Source: an optimization exercise on an open RTL-to-GDS flow (aim: small area). Production flows keep margins and buffers that such runs may drop. In this exercise RTL edits were held to simulation tests only and were not proved equivalent to the original. The flow treats the clock pin as an ideal source, which a real chip does not have. Power is estimated from default activity; no workload was simulated.

== zinc ==
==> flow/design.v (excerpt) <==
module module_top (
    input  logic        clk,
    input  logic [3:0]  fil,
    input  logic        rst_in,
    input  logic        rst,
    output logic        rst_1,
    output logic [3:0]  col,
    output logic [6:0]  seg,
    output logic        seg_dot,
    output logic [3:0]  cats
);
For scale: ~370 cells after synthesis, roughly 24 I/O pins.
clock: 10.0 ns
lec_check: 0
cap_margin: 20
core_margin: 2
core_utilization: 55
gpl_timing_driven: 0
slew_margin: 20
standard.sh (not shown) runs the stock make flow with config.mk's settings and CLKGATE_MAP_FILE= SYNTH_SCRIPT=/design/flow/synth_recipe.tcl, a recipe that flattens the netlist after the stock synthesis.
==> flow/flow/run.sh <==
#!/bin/bash
# Own layout flow: the standard flow (standard.sh) with
#  - synthesis through flow/own_synth.tcl: the standard synthesis script with
#    area-oriented ABC mapping and only full-adder cell extraction (no
#    half-adder cells); registers are mapped exactly as in the standard
#    synthesis,
#  - port buffers of the smallest buffer cell,
#  - a small clock tree of inverters built by flow/post_cts.tcl after CTS
#    (flow/pre_cts.tcl tells CTS to leave the clock net alone): the
#    registers in CLK_GROUPS groups of near-equal size by position, one
#    CLK_LEAF_INV per group, one CLK_ROOT_INV from the clock port to the
#    group inverters.
# Each tool's output is in orfs/logs/; make's output is in own_flow.log.
set -euo pipefail
W=$(pwd)
sed -e "s|SYNTH_SCRIPT=[^ ]*|SYNTH_SCRIPT=$W/flow/own_synth.tcl|" standard.sh > own_standard.sh
export BUFFER_PORTS_ARGS="-buffer_cell sky130_fd_sc_hd__buf_1"
export PRE_CTS_TCL=$W/flow/pre_cts.tcl
export POST_CTS_TCL=$W/flow/post_cts.tcl
export CLK_GROUPS=5
export CLK_ROOT_INV=sky130_fd_sc_hd__inv_4
export CLK_LEAF_INV=sky130_fd_sc_hd__inv_8
bash own_standard.sh finish > own_flow.log 2>&1
==> flow/flow/area.abc <==
strash; &get -n; &deepsyn -T 120; &put; strash; dch -f; amap; strash; dch -f; amap; strash; dch -f; amap; strash; dch -f; amap; strash; dch -f; amap; strash; dch -f; amap; topo; dnsize
==> flow/flow/own_synth.tcl <==
set ::own_flow_dir [file dirname [file normalize [info script]]]
proc synth {args} { yosys synth -nofsm -noshare {*}$args }
# area-oriented mapping: full adder cells only, ABC area mapping (area.abc:
# SAT-based AIG resynthesis for up to 120 s, then six rounds of choice
# computation and area mapping)
proc extract_fa {args} { yosys extract_fa -fa }
proc abc {args} {
  global lib_args lib_dont_use_args
  yosys abc {*}$lib_args {*}$lib_dont_use_args -script $::own_flow_dir/area.abc
}
# constant outputs get the smallest buffer
proc insbuf {args} { yosys insbuf -buf sky130_fd_sc_hd__buf_1 A X }
source $::env(SCRIPTS_DIR)/synth.tcl
# left out here: clear keep_hierarchy, flatten, clean up, hide names made inside functions, write 1_2_yosys.v
==> flow/flow/post_cts.tcl <==
# Clock tree of inverters, built after CTS (which is left nothing to do):
# the registers in CLK_GROUPS groups of near-equal size by position (k-means
# with a size cap); each group is driven by one CLK_LEAF_INV at its centre,
# and one CLK_ROOT_INV between the clock port and the leaf inverters, so every
# register sees the clock through two inversions.
set ngroups $::env(CLK_GROUPS)
set db [ord::get_db]
set block [ord::get_db_block]
set leafm [$db findMaster $::env(CLK_LEAF_INV)]
set rootm [$db findMaster $::env(CLK_ROOT_INV)]
set net [$block findNet clk]
set sinks {}
foreach it [$net getITerms] {
  set bb [[$it getInst] getBBox]
  lappend sinks [list $it [expr {([$bb xMin] + [$bb xMax]) / 2.0}] [expr {([$bb yMin] + [$bb yMax]) / 2.0}]]
}
set n [llength $sinks]
set sorted [lsort -real -index 0 [lmap s $sinks {list [expr {[lindex $s 1] + [lindex $s 2]}] {*}$s}]]
set cx {}
set cy {}
for {set g 0} {$g < $ngroups} {incr g} {
  set s [lindex $sorted [expr {int(($g + 0.5) * $n / $ngroups)}]]
  lappend cx [lindex $s 2]
  lappend cy [lindex $s 3]
}
set cap [expr {($n + $ngroups - 1) / $ngroups}]
for {set iter 0} {$iter < 30} {incr iter} {
  set pairs {}
  set i 0
  foreach s $sinks {
    for {set g 0} {$g < $ngroups} {incr g} {
      lappend pairs [list [expr {abs([lindex $s 1] - [lindex $cx $g]) + abs([lindex $s 2] - [lindex $cy $g])}] $i $g]
    }
    incr i
  }
  set pairs [lsort -real -index 0 $pairs]
  set taken [lrepeat $n 0]
  set count [lrepeat $ngroups 0]
  set members [lrepeat $ngroups {}]
  foreach pr $pairs {
    lassign $pr d i g
    if {[lindex $taken $i] || [lindex $count $g] >= $cap} continue
    lset taken $i 1
    lset count $g [expr {[lindex $count $g] + 1}]
    lset members $g [concat [lindex $members $g] [list [lindex $sinks $i]]]
  }
  for {set g 0} {$g < $ngroups} {incr g} {
    set m [lindex $members $g]
    if {[llength $m] == 0} continue
    set sx 0.0
    set sy 0.0
    foreach s $m { set sx [expr {$sx + [lindex $s 1]}]; set sy [expr {$sy + [lindex $s 2]}] }
    lset cx $g [expr {$sx / [llength $m]}]
    lset cy $g [expr {$sy / [llength $m]}]
  }
}
proc place_at {inst x y} {
  $inst setLocation [expr {int($x)}] [expr {int($y)}]
  $inst setPlacementStatus PLACED
}
# root inverter at the centre of the groups
set rx 0.0
set ry 0.0
for {set g 0} {$g < $ngroups} {incr g} { set rx [expr {$rx + [lindex $cx $g]}]; set ry [expr {$ry + [lindex $cy $g]}] }
set root [odb::dbInst_create $block $rootm clkinv_root]
place_at $root [expr {$rx / $ngroups}] [expr {$ry / $ngroups}]
set rnet [odb::dbNet_create $block clknet_root]
$rnet setSigType CLOCK
[$root findITerm A] connect $net
[$root findITerm Y] connect $rnet
for {set g 0} {$g < $ngroups} {incr g} {
  set m [lindex $members $g]
  if {[llength $m] == 0} continue
  set leaf [odb::dbInst_create $block $leafm clkinv_g$g]
  place_at $leaf [lindex $cx $g] [lindex $cy $g]
  set gnet [odb::dbNet_create $block clknet_g$g]
  $gnet setSigType CLOCK
  [$leaf findITerm A] connect $rnet
  [$leaf findITerm Y] connect $gnet
  foreach s $m {
    set it [lindex $s 0]
    $it disconnect
    $it connect $gnet
  }
  puts "post_cts: group $g: [llength $m] registers"
}
puts "post_cts: clock port drives [llength [$net getITerms]] pins"
detailed_placement
check_placement -verbose
estimate_parasitics -placement
report_clock_skew
Other scripts of this flow, unchanged in this note and not shown: flow/flow/pre_cts.tcl
Both conditions hold for zinc: the flow ran to the end and the final layout passed the timing, DRC and antenna checks.
Modified inputs, juniper compared to zinc
diff --git a/flow/flow/run.sh b/flow/flow/run.sh
--- a/flow/flow/run.sh
+++ b/flow/flow/run.sh
@@ -20 +20 @@
-export CLK_GROUPS=5
+export CLK_GROUPS=6
@@ -22 +22 @@
-export CLK_LEAF_INV=sky130_fd_sc_hd__inv_8
+export CLK_LEAF_INV=sky130_fd_sc_hd__inv_6
==> flow/flow/area.abc <==
strash; dch -f; amap; topo; dnsize
diff --git a/flow/flow/own_synth.tcl b/flow/flow/own_synth.tcl
--- a/flow/flow/own_synth.tcl
+++ b/flow/flow/own_synth.tcl
@@ -3,3 +3 @@
-# area-oriented mapping: full adder cells only, ABC area mapping (area.abc:
-# SAT-based AIG resynthesis for up to 120 s, then six rounds of choice
-# computation and area mapping)
+# area-oriented mapping: full adder cells only, ABC area mapping (area.abc)
Results
juniper ends up with lower area overhead of the layout relative to synthesis than zinc does. juniper vs. zinc: height of the chip up 1.8%; final critical-path share of the clock period up 0.25 points; maximum resistive drop on vdd down 9.7 µV; power share of the combinational group up 4.4 points.
Setup changes, juniper to delta
diff --git a/flow/flow/run.sh b/flow/flow/run.sh
--- a/flow/flow/run.sh
+++ b/flow/flow/run.sh
@@ -20 +20 @@
-export CLK_GROUPS=6
+export CLK_GROUPS=5
@@ -22 +22 @@
-export CLK_LEAF_INV=sky130_fd_sc_hd__inv_6
+export CLK_LEAF_INV=sky130_fd_sc_hd__inv_8
==> flow/flow/area.abc <==
strash; dch -f; amap; strash; dch -f; amap; strash; dch -f; amap; strash; dch -f; amap; strash; dch -f; amap; strash; dch -f; amap; topo; dnsize
diff --git a/flow/flow/own_synth.tcl b/flow/flow/own_synth.tcl
--- a/flow/flow/own_synth.tcl
+++ b/flow/flow/own_synth.tcl
@@ -3 +3,2 @@
-# area-oriented mapping: full adder cells only, ABC area mapping (area.abc)
+# area-oriented mapping: full adder cells only, ABC area mapping (area.abc:
+# six rounds of choice computation and area mapping)
## What came out
- As of delta, count of mapped cells out of synthesis had risen slightly compared to juniper.
- Summary of delta over juniper: cell area reported after detailed placement saw a decrease; post-layout minimum cycle time saw an increase; leakage power saw an increase; growth of design area from synthesis to finish saw an increase; relative contribution of the clock network to total power saw an increase.
- Final worst setup slack (delta over juniper): decrease, 0.038 ns
- The run with more routed wire is juniper, not delta.
- On power after layout, juniper loses to delta.
- Between juniper and delta, the flow reports routed length on met1 decreasing by a few percent.
- Total non-filler cell area in the finished layout came out lower on delta than on juniper.
Input-level comparison between harbor and delta:
==> flow/flow/area.abc <==
strash; dch -f; amap; topo; dnsize
diff --git a/flow/flow/own_synth.tcl b/flow/flow/own_synth.tcl
--- a/flow/flow/own_synth.tcl
+++ b/flow/flow/own_synth.tcl
@@ -3,2 +3 @@
-# area-oriented mapping: full adder cells only, ABC area mapping (area.abc:
-# six rounds of choice computation and area mapping)
+# area-oriented mapping: full adder cells only, ABC area mapping (area.abc)
Findings:
Having completed the whole flow, harbor delivered a layout that passed the timing, DRC and antenna checks.
Compared with delta, in harbor static leakage lost 2.7%; setup slack picked up an extra 0.049 ns; total of fill cells in the finished design lost about 1.4%.

-- port drivers added, routing unchanged --
The flow's constraints put no driver on any port. The routed layouts listed below were extracted and timed again, unchanged, in two steps. Step 1 (the two cells are an assumption about what drives the block):
set clk [get_ports {clk}]
set_driving_cell -lib_cell sky130_fd_sc_hd__clkbuf_16 $clk
set_driving_cell -lib_cell sky130_fd_sc_hd__buf_2 [delete_from_list [all_inputs] $clk]
Step 2 moves the port delays by t, midway between the first and last clock arrival at a register: inputs arrive t later, outputs are due t later. That takes back most of the time a late clock gives input paths. a / b / c = no drivers / after step 1 / after step 2; a / b = the first two.
run | t (ns) | setup WS [ns] | worst setup path after step 2 | clock arrival spread, ns | pins driven straight from the clock port
zinc | 0.267 | 4.699 / 4.663 / 4.930 | register to output | 0.010 / 0.010 | 1
juniper | 0.267 | 4.674 / 4.642 / 4.908 | register to output | 0.027 / 0.027 | 1
delta | 0.266 | 4.636 / 4.601 / 4.867 | register to output | 0.012 / 0.012 | 1
harbor | 0.262 | 4.685 / 4.649 / 4.911 | register to output | 0.013 / 0.013 | 1
After both steps every run listed still meets setup and hold.
